What follows belongs to an exercise in optimizing a design on an open flow for a short achievable clock period and few clock cycles; a production flow would make more cautious choices.
Function not checked in this run: the RTL went through the layout flow alone.
Power and IR drop assume default switching activity.

[flow/config.mk]
export PLATFORM = sky130hd
export DESIGN_NAME = open_risc_v
export DESIGN_NICKNAME = open_risc_v
export VERILOG_FILES = /design/flow/design.v
export SDC_FILE = /design/flow/constraint.sdc
export NUM_CORES = 4
export LEC_CHECK = 0
export ABC_CLOCK_PERIOD_IN_PS = 2500
export CAP_MARGIN = 20
export CORE_MARGIN = 2
export CORE_UTILIZATION = 40
export PLACE_DENSITY = 0.7
export SETUP_SLACK_MARGIN = 4.0
export SLEW_MARGIN = 20
export TNS_END_PERCENT = 100
[flow/constraint.sdc]
create_clock -name core_clock -period 7.2 [get_ports {clk}]
set_input_delay 1.4400 -clock core_clock [delete_from_list [all_inputs] [get_ports {clk}]]
set_output_delay 1.4400 -clock core_clock [all_outputs]
set_load 0.01 [all_outputs]
[flow/design.v]
module open_risc_v(
	input  wire 		  clk   		,
	input  wire 		  rst		    ,
	input  wire [31:0]    inst_i		,
	output wire [31:0]    inst_addr_o	,
	output wire 		  rd_wen_o		,
	output wire [4:0]     rd_addr_o		,
	output wire [31:0]    rd_data_o
);
	function [32:0] ks_add;
		input [31:0] x;
		input [31:0] y;
		input        cin;
		reg   [31:0] g, p, gg, pp;
		integer      i, d;
		begin
			g  = x & y;
			p  = x ^ y;
			gg = g;
			gg[0] = g[0] | (p[0] & cin);
			pp = p;
			for (d = 1; d < 32; d = d * 2)
				for (i = 31; i >= d; i = i - 1) begin
					gg[i] = gg[i] | (pp[i] & gg[i-d]);
					pp[i] = pp[i] & pp[i-d];
				end
			ks_add[0] = p[0] ^ cin;
			for (i = 1; i < 32; i = i + 1)
				ks_add[i] = p[i] ^ gg[i-1];
			ks_add[32] = gg[31];
		end
	endfunction
	localparam BB = 7;               
	reg [31:0] pc_q;
	reg [31:0] ras_q;                
	reg [31:0] jt_q;                 
	reg [2:0]  bt [0:(1<<BB)-1];     
	reg        e_valid;
	reg [31:0] e_op1, e_op2;
	reg [31:0] e_sha;                
	reg [4:0]  e_shb;
	reg [31:0] e_ca, e_cb;           
	reg [4:0]  e_rd;
	reg        e_wen;
	reg        e_add, e_sub, e_slt, e_sltu, e_xor, e_or, e_and;
	reg        e_sll, e_srl, e_sra, e_link;
	reg [31:0] e_pc4;
	reg [31:0] e_tgt;
	reg        e_br;
	reg        e_ceq, e_clt, e_cltu;
	reg        e_x;                  
	reg        e_pred;
	reg        e_jalr;
	reg        e_jpred;
	reg [31:0] e_ptgt;
	reg [BB-1:0] e_bidx;
	reg [2:0]  e_bctr;
	reg        u_bvalid;
	reg        u_taken;
	reg [BB-1:0] u_bidx;
	reg [2:0]  u_bctr;
	reg        u_jvalid;
	reg [31:0] u_jtgt;
	reg        slow_q;
	reg [31:0] rtgt_q;
	reg        w_wen;
	reg [4:0]  w_rd;
	reg [31:0] w_data;
	reg [31:0] rf [1:31];
	wire [31:0] ins = inst_i;
	wire [4:0]  opc = ins[6:2];
	wire [2:0]  f3  = ins[14:12];
	wire [4:0]  rd  = ins[11:7];
	wire [4:0]  rs1 = ins[19:15];
	wire [4:0]  rs2 = ins[24:20];
	wire is_op    = (opc == 5'b01100);
	wire is_opimm = (opc == 5'b00100);
	wire is_lui   = (opc == 5'b01101);
	wire is_auipc = (opc == 5'b00101);
	wire is_jal   = (opc == 5'b11011);
	wire is_jalr  = (opc == 5'b11001);
	wire is_br    = (opc == 5'b11000);
	wire [31:0] imm_i = {{20{ins[31]}}, ins[31:20]};
	wire [31:0] imm_u = {ins[31:12], 12'b0};
	wire [31:0] imm_b = {{19{ins[31]}}, ins[31], ins[7], ins[30:25], ins[11:8], 1'b0};
	wire [31:0] imm_j = {{11{ins[31]}}, ins[31], ins[19:12], ins[20], ins[30:21], 1'b0};
	wire [31:0] rf1 = (rs1 == 5'd0) ? 32'b0 : ((w_wen & (rs1 == w_rd)) ? w_data : rf[rs1]);
	wire [31:0] rf2 = (rs2 == 5'd0) ? 32'b0 : ((w_wen & (rs2 == w_rd)) ? w_data : rf[rs2]);
	wire [32:0] pc4_c = ks_add(pc_q, 32'd4, 1'b0);
	wire [31:0] pc4   = pc4_c[31:0];
	wire [32:0] tgtj_c = ks_add(pc_q, imm_j, 1'b0);
	wire [32:0] tgtb_c = ks_add(pc_q, imm_b, 1'b0);
	wire [31:0] f_tgt  = ins[3] ? tgtj_c[31:0] : tgtb_c[31:0];
	wire [BB-1:0] f_bidx = pc_q[BB+1:2];
	wire [2:0]    f_bctr = bt[f_bidx];
	wire f_bdir  = f_bctr[2] ? f_bctr[1] : (ins[31] | ins[12]);
	wire f_bpred = is_br & f_bdir;
	wire f_take  = is_jal | f_bpred;
	wire f_jpred = is_jalr & (ins[31:20] == 12'b0);
	wire [31:0] f_jtgt = (rd == 5'd0) ? ras_q : jt_q;
	wire [31:0] fpc_nb = f_jpred ? f_jtgt : pc4;
	wire [31:0] fpc_t  = slow_q ? rtgt_q : ((is_jal | is_br) ? f_tgt : fpc_nb);
	wire [31:0] fpc_n  = slow_q ? rtgt_q : (is_jal ? f_tgt : fpc_nb);
	wire uses1 = is_op | is_opimm | is_br | is_jalr;
	wire uses2 = is_op | is_br;
	wire e_wr  = e_valid & e_wen;
	wire [31:0] op1_d = is_auipc ? pc_q : (is_lui ? 32'b0 : rf1);
	wire [31:0] op2_d = uses2 ? rf2 : ((is_lui | is_auipc) ? imm_u : imm_i);
	wire alu_rr  = is_op;
	wire alu_ri  = is_opimm;
	wire alu_any = alu_rr | alu_ri;
	wire is_shift = alu_any & ((f3 == 3'b001) | (f3 == 3'b101));
	wire is_cmp   = is_br | is_jalr | (alu_any & ((f3 == 3'b010) | (f3 == 3'b011)));
	wire fwd1    = uses1 & e_wr & (rs1 == e_rd);
	wire fwd2    = uses2 & e_wr & (rs2 == e_rd);
	wire [31:0] a = e_op1;
	wire [31:0] b = e_op2;
	wire [32:0] sum_c  = ks_add(a, b, 1'b0);
	wire [32:0] diff_c = ks_add(a, ~b, 1'b1);
	wire [31:0] sum  = sum_c[31:0];
	wire [31:0] diff = diff_c[31:0];
	wire        eq   = (e_ca == e_cb);
	wire        ltu  = (e_ca < e_cb);
	wire        lt   = ($signed(e_ca) < $signed(e_cb));
	wire [31:0] sll  = e_sha << e_shb;
	wire [31:0] srl  = e_sha >> e_shb;
	wire [31:0] sra  = $signed(e_sha) >>> e_shb;
	wire [31:0] res_other =
		({32{e_slt }} & {31'b0, lt }) |
		({32{e_sltu}} & {31'b0, ltu}) |
		({32{e_xor }} & (a ^ b)) |
		({32{e_or  }} & (a | b)) |
		({32{e_and }} & (a & b)) |
		({32{e_sll }} & sll) |
		({32{e_srl }} & srl) |
		({32{e_sra }} & sra) |
		({32{e_link}} & e_pc4);
	wire [31:0] result = ({32{e_add}} & sum) | ({32{e_sub}} & diff) | res_other;
	wire cmp      = (e_ceq & eq) | (e_clt & lt) | (e_cltu & ltu);
	wire br_mis   = e_valid & e_br & (cmp ^ e_x);
	wire jalr_mis = e_valid & e_jalr & e_jpred & (e_ca != e_ptgt);
	wire jalr_slow = e_valid & e_jalr & ~e_jpred;
	wire redirect = br_mis | jalr_mis;
	wire [31:0] redirect_tgt = e_jalr ? {e_ca[31:1], 1'b0} : (e_pred ? e_pc4 : e_tgt);
	wire taken    = cmp ^ e_x ^ e_pred;
	integer i;
	always @(posedge clk) begin
		if (rst == 1'b0) begin
			pc_q     <= 32'b0;
			slow_q   <= 1'b0;
			ras_q    <= 32'b0;
			jt_q     <= 32'b0;
			e_valid  <= 1'b0;
			u_bvalid <= 1'b0;
			u_jvalid <= 1'b0;
			w_wen    <= 1'b0;
			for (i = 0; i < (1<<BB); i = i + 1)
				bt[i] <= 3'b0;
			for (i = 1; i < 32; i = i + 1)
				rf[i] <= 32'b0;
		end else begin
			slow_q <= jalr_slow;
			if (redirect)
				pc_q <= redirect_tgt;
			else if (f_bdir)
				pc_q <= fpc_t;
			else
				pc_q <= fpc_n;
			if ((is_jal | is_jalr) & (rd == 5'd1))
				ras_q <= pc4;
			e_valid <= ~(redirect | jalr_slow | slow_q);
			u_bvalid <= e_valid & e_br;
			u_jvalid <= e_valid & e_jalr & (e_rd != 5'd0);
			if (u_bvalid)
				bt[u_bidx] <= {1'b1, u_bctr[2] ? (u_taken ? ((u_bctr[1:0] == 2'b11) ? 2'b11 : u_bctr[1:0] + 2'b01)
				                                          : ((u_bctr[1:0] == 2'b00) ? 2'b00 : u_bctr[1:0] - 2'b01))
				                               : (u_taken ? 2'b11 : 2'b00)};
			if (u_jvalid)
				jt_q <= u_jtgt;
			w_wen <= e_wr;
			if (w_wen)
				rf[w_rd] <= w_data;
		end
	end
	always @(posedge clk) begin
		e_op1   <= ({32{fwd1 & e_add}} & sum) | ({32{fwd1 & e_sub}} & diff) |
		           ({32{fwd1}} & res_other) | ({32{~fwd1}} & op1_d);
		e_op2   <= ({32{fwd2 & e_add}} & sum) | ({32{fwd2 & e_sub}} & diff) |
		           ({32{fwd2}} & res_other) | ({32{~fwd2}} & op2_d);
		if (is_cmp) begin
			e_ca <= ({32{fwd1 & e_add}} & sum) | ({32{fwd1 & e_sub}} & diff) |
			        ({32{fwd1}} & res_other) | ({32{~fwd1}} & op1_d);
			e_cb <= ({32{fwd2 & e_add}} & sum) | ({32{fwd2 & e_sub}} & diff) |
			        ({32{fwd2}} & res_other) | ({32{~fwd2}} & op2_d);
		end
		if (is_shift) begin
			e_sha <= ({32{fwd1 & e_add}} & sum) | ({32{fwd1 & e_sub}} & diff) |
			         ({32{fwd1}} & res_other) | ({32{~fwd1}} & op1_d);
			e_shb <= ({5{fwd2 & e_add}} & sum[4:0]) | ({5{fwd2 & e_sub}} & diff[4:0]) |
			         ({5{fwd2}} & res_other[4:0]) | ({5{~fwd2}} & op2_d[4:0]);
		end
		e_rd    <= rd;
		e_wen   <= (alu_any | is_lui | is_auipc | is_jal | is_jalr) & (rd != 5'd0);
		e_add   <= (alu_ri & f3 == 3'b000) | (alu_rr & f3 == 3'b000 & ~ins[30]) |
		           is_lui | is_auipc;
		e_sub   <= alu_rr & f3 == 3'b000 & ins[30];
		e_slt   <= alu_any & f3 == 3'b010;
		e_sltu  <= alu_any & f3 == 3'b011;
		e_xor   <= alu_any & f3 == 3'b100;
		e_or    <= alu_any & f3 == 3'b110;
		e_and   <= alu_any & f3 == 3'b111;
		e_sll   <= alu_any & f3 == 3'b001;
		e_srl   <= alu_any & f3 == 3'b101 & ~ins[30];
		e_sra   <= alu_any & f3 == 3'b101 & ins[30];
		e_link  <= is_jal | is_jalr;
		e_pc4   <= pc4;
		e_tgt   <= f_tgt;
		e_br    <= is_br;
		e_ceq   <= (f3[2:1] == 2'b00);
		e_clt   <= (f3[2:1] == 2'b10);
		e_cltu  <= (f3[2:1] == 2'b11);
		e_x     <= f3[0] ^ f_bpred;
		e_pred  <= f_bpred;
		e_jalr  <= is_jalr;
		e_jpred <= f_jpred;
		e_ptgt  <= f_jtgt;
		e_bidx  <= f_bidx;
		e_bctr  <= f_bctr;
		u_taken <= taken;
		u_bidx  <= e_bidx;
		u_bctr  <= e_bctr;
		u_jtgt  <= {sum[31:1], 1'b0};
		rtgt_q  <= {sum[31:1], 1'b0};
		w_rd    <= e_rd;
		w_data  <= result;
	end
	assign inst_addr_o = pc_q;
	assign rd_wen_o    = w_wen & rst;
	assign rd_addr_o   = w_rd;
	assign rd_data_o   = w_data;
endmodule
[flow/run.sh]
#!/bin/bash
# synth_recipe.tcl (not shown) runs the flow's synth.tcl, then flattens the netlist and writes it again
# the make line also repeats each setting of config.mk as NAME=value (left out here)
make -C /OpenROAD-flow-scripts/flow DESIGN_CONFIG=/design/flow/config.mk WORK_HOME=/design/flow/orfs CLKGATE_MAP_FILE= SYNTH_SCRIPT=/design/flow/synth_recipe.tcl finish
==> run summary <==
[power groups by stage]
stage | Combinational [mW] | Clock [mW] | Sequential [mW]
after floorplan | 2.56 | 0 | 12.5
after global placement | 3.69 | 0 | 12.7
after detailed placement | 3.73 | 0 | 12.8
after CTS | 4.84 | 10.2 | 12.5
after global routing | 5.64 | 10.6 | 12.5
final | 5.52 | 10.3 | 12.5
[per-stage QoR]
step / utilization, % / instance area (um^2) / total power, mW / hold slack, ns
detailed placement: 42.45 / 105700 / 16.51 / 0.3121
finish: 50.39 / 125400 / 28.31 / 0.3270
floorplan: - / 102200 / 15.08 / 0.3096
global placement: 42.42 / 105600 / 16.43 / 0.3097
global route: 50.38 / 125400 / 28.81 / 0.3344
CTS: 48.33 / 120300 / 27.50 / 0.3261
[cell usage after synthesis (all sizes together), types with 23 or more instances]
| cell | n | area (um^2) |
|---|---|---|
| o31ai | 32 | 254.0 |
| xor2 | 82 | 718.2 |
| a221oi | 84 | 735.7 |
| and3 | 28 | 175.2 |
| mux2i | 279 | 2793 |
| o221ai | 23 | 201.4 |
| dfxtp | 501 | 10030 |
| a221o | 30 | 300.3 |
| nand4 | 34 | 212.7 |
| a21oi | 292 | 1461 |
| nand2b | 32 | 200.2 |
| mux2 | 95 | 1085 |
| o21bai | 23 | 172.7 |
| xnor2 | 80 | 700.7 |
| nor3b | 27 | 202.7 |
| o211ai | 37 | 277.8 |
| inv | 196 | 735.7 |
| nand2 | 780 | 2943 |
| nor2 | 645 | 2421 |
| edfxtp | 1381 | 41470 |
| clkbuf | 528 | 1983 |
| a21o | 55 | 412.9 |
| a22oi | 47 | 352.8 |
| nand3 | 64 | 320.3 |
| a31oi | 41 | 256.5 |
| nor4 | 27 | 175.2 |
| buf | 160 | 792.0 |
| mux4 | 717 | 16160 |
| o21ai | 242 | 1211 |
| and2 | 1001 | 6262 |
| ha | 171 | 2140 |
| nor3 | 55 | 275.3 |
| a211oi | 37 | 277.8 |
| nor2b | 59 | 369.1 |
| o22ai | 38 | 237.7 |
[placed cells by master, fill, tap and decap left out, types with 53 or more instances in the layout]
| cell | instances |
|---|---|
| inv_1 | 167 |
| buf_6 | 107 |
| o21ai_1 | 53 |
| edfxtp_1 | 1381 |
| nand2_1 | 766 |
| and2_1 | 997 |
| o21ai_0 | 94 |
| xnor2_1 | 72 |
| ha_1 | 122 |
| buf_12 | 96 |
| a21oi_1 | 175 |
| o21ai_4 | 57 |
| mux2_2 | 69 |
| nor2_1 | 585 |
| xor2_1 | 76 |
| buf_4 | 492 |
| clkbuf_16 | 228 |
| buf_16 | 68 |
| mux4_2 | 716 |
| a21o_1 | 55 |
| mux2i_1 | 238 |
| a21oi_2 | 67 |
| dfxtp_1 | 420 |
[cells by family after synthesis]
kind of cell             Yosys count  synth area share, %
AND/OR/NAND/NOR                 2811                13.98
buffers and inverters            887                3.515
AO/OA/AOI/OAI                   1135                7.487
adder cells (fa/ha/maj)          175                2.215
flip-flops                      1882                51.39
multiplexers                    1091                19.99
XOR/XNOR                         162                1.416
[per-layer routing]
layer / part of all wire (%) / routed length, um / GRT usage (%)
met4: 8.5 / 34250 / 20.23
met5: 0.023 / 92 / 0
met2: 44 / 178400 / 45.50
met3: 14 / 56740 / 8.825
met1: 33 / 135700 / 36.60
[state kept, by name (all words and copies together), names as in the netlist, 5 cells and up]
register  cells
ras_q        32
e_op2        32
e_sha        32
e_cb         32
w_rd          5
e_shb         5
w_data       32
e_op1        32
e_tgt        32
e_ptgt       32
e_bidx        7
pc_q         32
e_pc4        31
e_rd          5
u_jtgt       31
e_ca         32
bt          384
u_bidx        7
rf         1024
jt_q         31
[final cells by class]
class                           count  area share [%]
Sequential cell                  1882           41.25
Multi-Input combinational cell   5386           40.68
Timing Repair Buffer              932           9.025
Clock buffer                      255           4.243
Tap cell                         3330           3.322
Clock inverter                    108          0.8061
Inverter                          199          0.6295
Antenna cell                       22         0.04390
Timing Repair inverter              1        0.003991
[repair_timing]
action                      CTS  global route
pin swaps                   139           212
gates resized for setup    1175           505
gates cloned                 68            33
setup buffers               281           233
setup endpoints to repair   957           373
[worst paths after layout]
kind / to / slack [ns]
setup reg to reg: pc_q[29] / 3.39
hold / removal: u_bidx[0] / 0.33
setup / recovery: pc_q[29] / 3.39
hold reg to reg: u_bidx[0] / 0.33
==> out/metrics.csv <==
stage;metric;value;unit
synthesis;total of flip-flops plus latches after synthesis;1882;
place;GP Congestion;0.9779;
place;worst slack at placement;1.638;ns
synthesis;syn_nets;8352;
synthesis;Syn Inst Count;8143;
critical_path;worst r2r path cells;15;
floorplan;row count;183;
pwr;clock network power share;36.3;%
drt;drt total wl;405100;um
layout;final-stage net count;8806;
synthesis;Avg Inst Size Synth;12.31;um^2
place;dpl cells;11110;
drt;drt first pass iters;6;
synthesis;Synth warnings;1;
floorplan;Initial Utilization;40.26;%
global_routing;grt total ovfl;0;
floorplan;Ports;104;
sta;fin crit share;52.86;%
clock_network;Clk Tree Root Cell;clkbuf_16;
sta;FMAX;262.7;MHz
min_path;hold crit path type;flop to flop;
drt;DRT iter0 DRCs;12980;
sta;max-slew violation count;0;
sta;post-layout minimum cycle time;3.806;ns
synthesis;Distinct cells, synth;90;
layout;layout cell share with drive strength beyond 1;32.20;%
critical_path;type of origin of the critical path;flop;
global_routing;global-route usage over all layers;29.85;%
sta;final hold violations;0;
floorplan;die height;504.5;um
run;Max Cap Viol;0;
clock_network;H-tree levels;4;
layout;area of the multi-input gates;51010;um^2
min_path;Min-Delay Path Depth;0;
critical_path;launch point of the worst path;pc_q[2];
sta;slew margin rel.;12.79;%
pwr;P_int;20.07;mW
clock_network;Clock Latency Late Sink;0.89;ns
critical_path;worst flop-to-flop path startpoint;pc_q[2];
floorplan;Die Wd;504.5;um
global_routing;largest net degree at the start of global routing;91;
pwr;Combinational Power Share;19.5;%
sta;Setup TNS Final;0;ns
place;# port buffers;101;
layout;Layout area overhead;25.15;%
clock_network;CTS tree;built;
pwr;switching power total;8.246;mW
drt;Via density;6.502;
clock_network;worst-case clock buffer depth;3;
clock_network;Inserted Clock Buffers;195;
critical_path;Buf/Inv on CP;4;
synthesis;Primary FF master, synth;edfxtp_1;
pwr;VDD IR-drop max;217.3;uV
critical_path;CP Cell Sequence;buf_12 > buf_12 > clkinvlp_4 > fa_2 > nand2b_4 > a2111oi_4 > o31ai_4 > a21oi_2 > a31oi_4 > o41ai_2 > buf_4 > a221oi_4 > xor2_2 > mux2i_1 > a221o_1;
critical_path;CP most frequent cell;buf_12;
synthesis;post-synthesis async set-or-reset flop share;0;%
sta;Worst Setup Slack, final;3.394;ns
synthesis;sequential-to-total area share from yosys stat;51.39;%
critical_path;Setup crit end kind;flop;
drt;Via Count;78770;
pwr;power density cells;225.8;nW/um^2
critical_path;Crit path required time;7.95;ns
pwr;Static Leak;47.31;nW
sta;setup violators final;0;
layout;Sequential Area;51730;um^2
global_routing;global-route wire length before repair;548200;um
critical_path;total stage count of the critical path;15;
min_path;min-delay src;e_bidx[0];
synthesis;Mapped Area;100200;um^2
drt;drt wl/cell;33.44;um
floorplan;DIE AREA;254500;um^2
synthesis;Post-synth EDFFs;1381;
sta;RSZ-0062 raised after global routing;yes;
pwr;Reg power frac;44.2;%
critical_path;slowest library cell on the worst path;fa_2;
sta;clock skew;0.05478;ns
global_routing;vias in the first global route;74900;
sta;worst-margin pin slew;1.305;ns
critical_path;critical path fanouts, max;4;
clock_network;Clock transition at path regs;0.06;ns
clock_network;hold buffers post-CTS;0;
global_routing;initial antenna violation count;39;
pwr;Sw Share;29.13;%
critical_path;CP peak stage delay;0.43;ns
drt;post-route ant nets;0;
critical_path;CP delay by family, top;compound AO/OA/AOI/OAI gates;
critical_path;critical path class;flop to flop;
place;DP Wirelength;231800;um
floorplan;core area;248900;um^2
drt;DR DRC count;0;
clock_network;CTS Sinks;1882;
layout;FILL cells;20580;
status;status;timing/DRC/antenna clean;
critical_path;Arrival @ worst endpoint;4.55;ns
layout;non-filler instance count after layout;12120;

## re-timing with driven ports
The results above use ideal ports. As a check the final layout listed here was re-extracted and re-timed, cells and wires unchanged. Step 1: set_driving_cell puts a clkbuf_16 on clk and a buf_2 on each other input, an assumption about the parent block. Step 2 times the ports against the registers' clock, not the clock port: input delays grow and output delays shrink by t, the midpoint of the rising clock arrivals with the driver on. a / b / c = no drivers / after step 1 / after step 2; a / b = the first two.
t (ns): 0.946
setup slack, ns: 3.394 / 3.266 / 2.320
worst setup path at the end: input to register
clock arrival spread, ns: 0.063 / 0.062
After both steps setup and hold are still met in this run. The setup slack of this run moves by -0.128 ns with the drivers and by -1.074 ns with both steps.
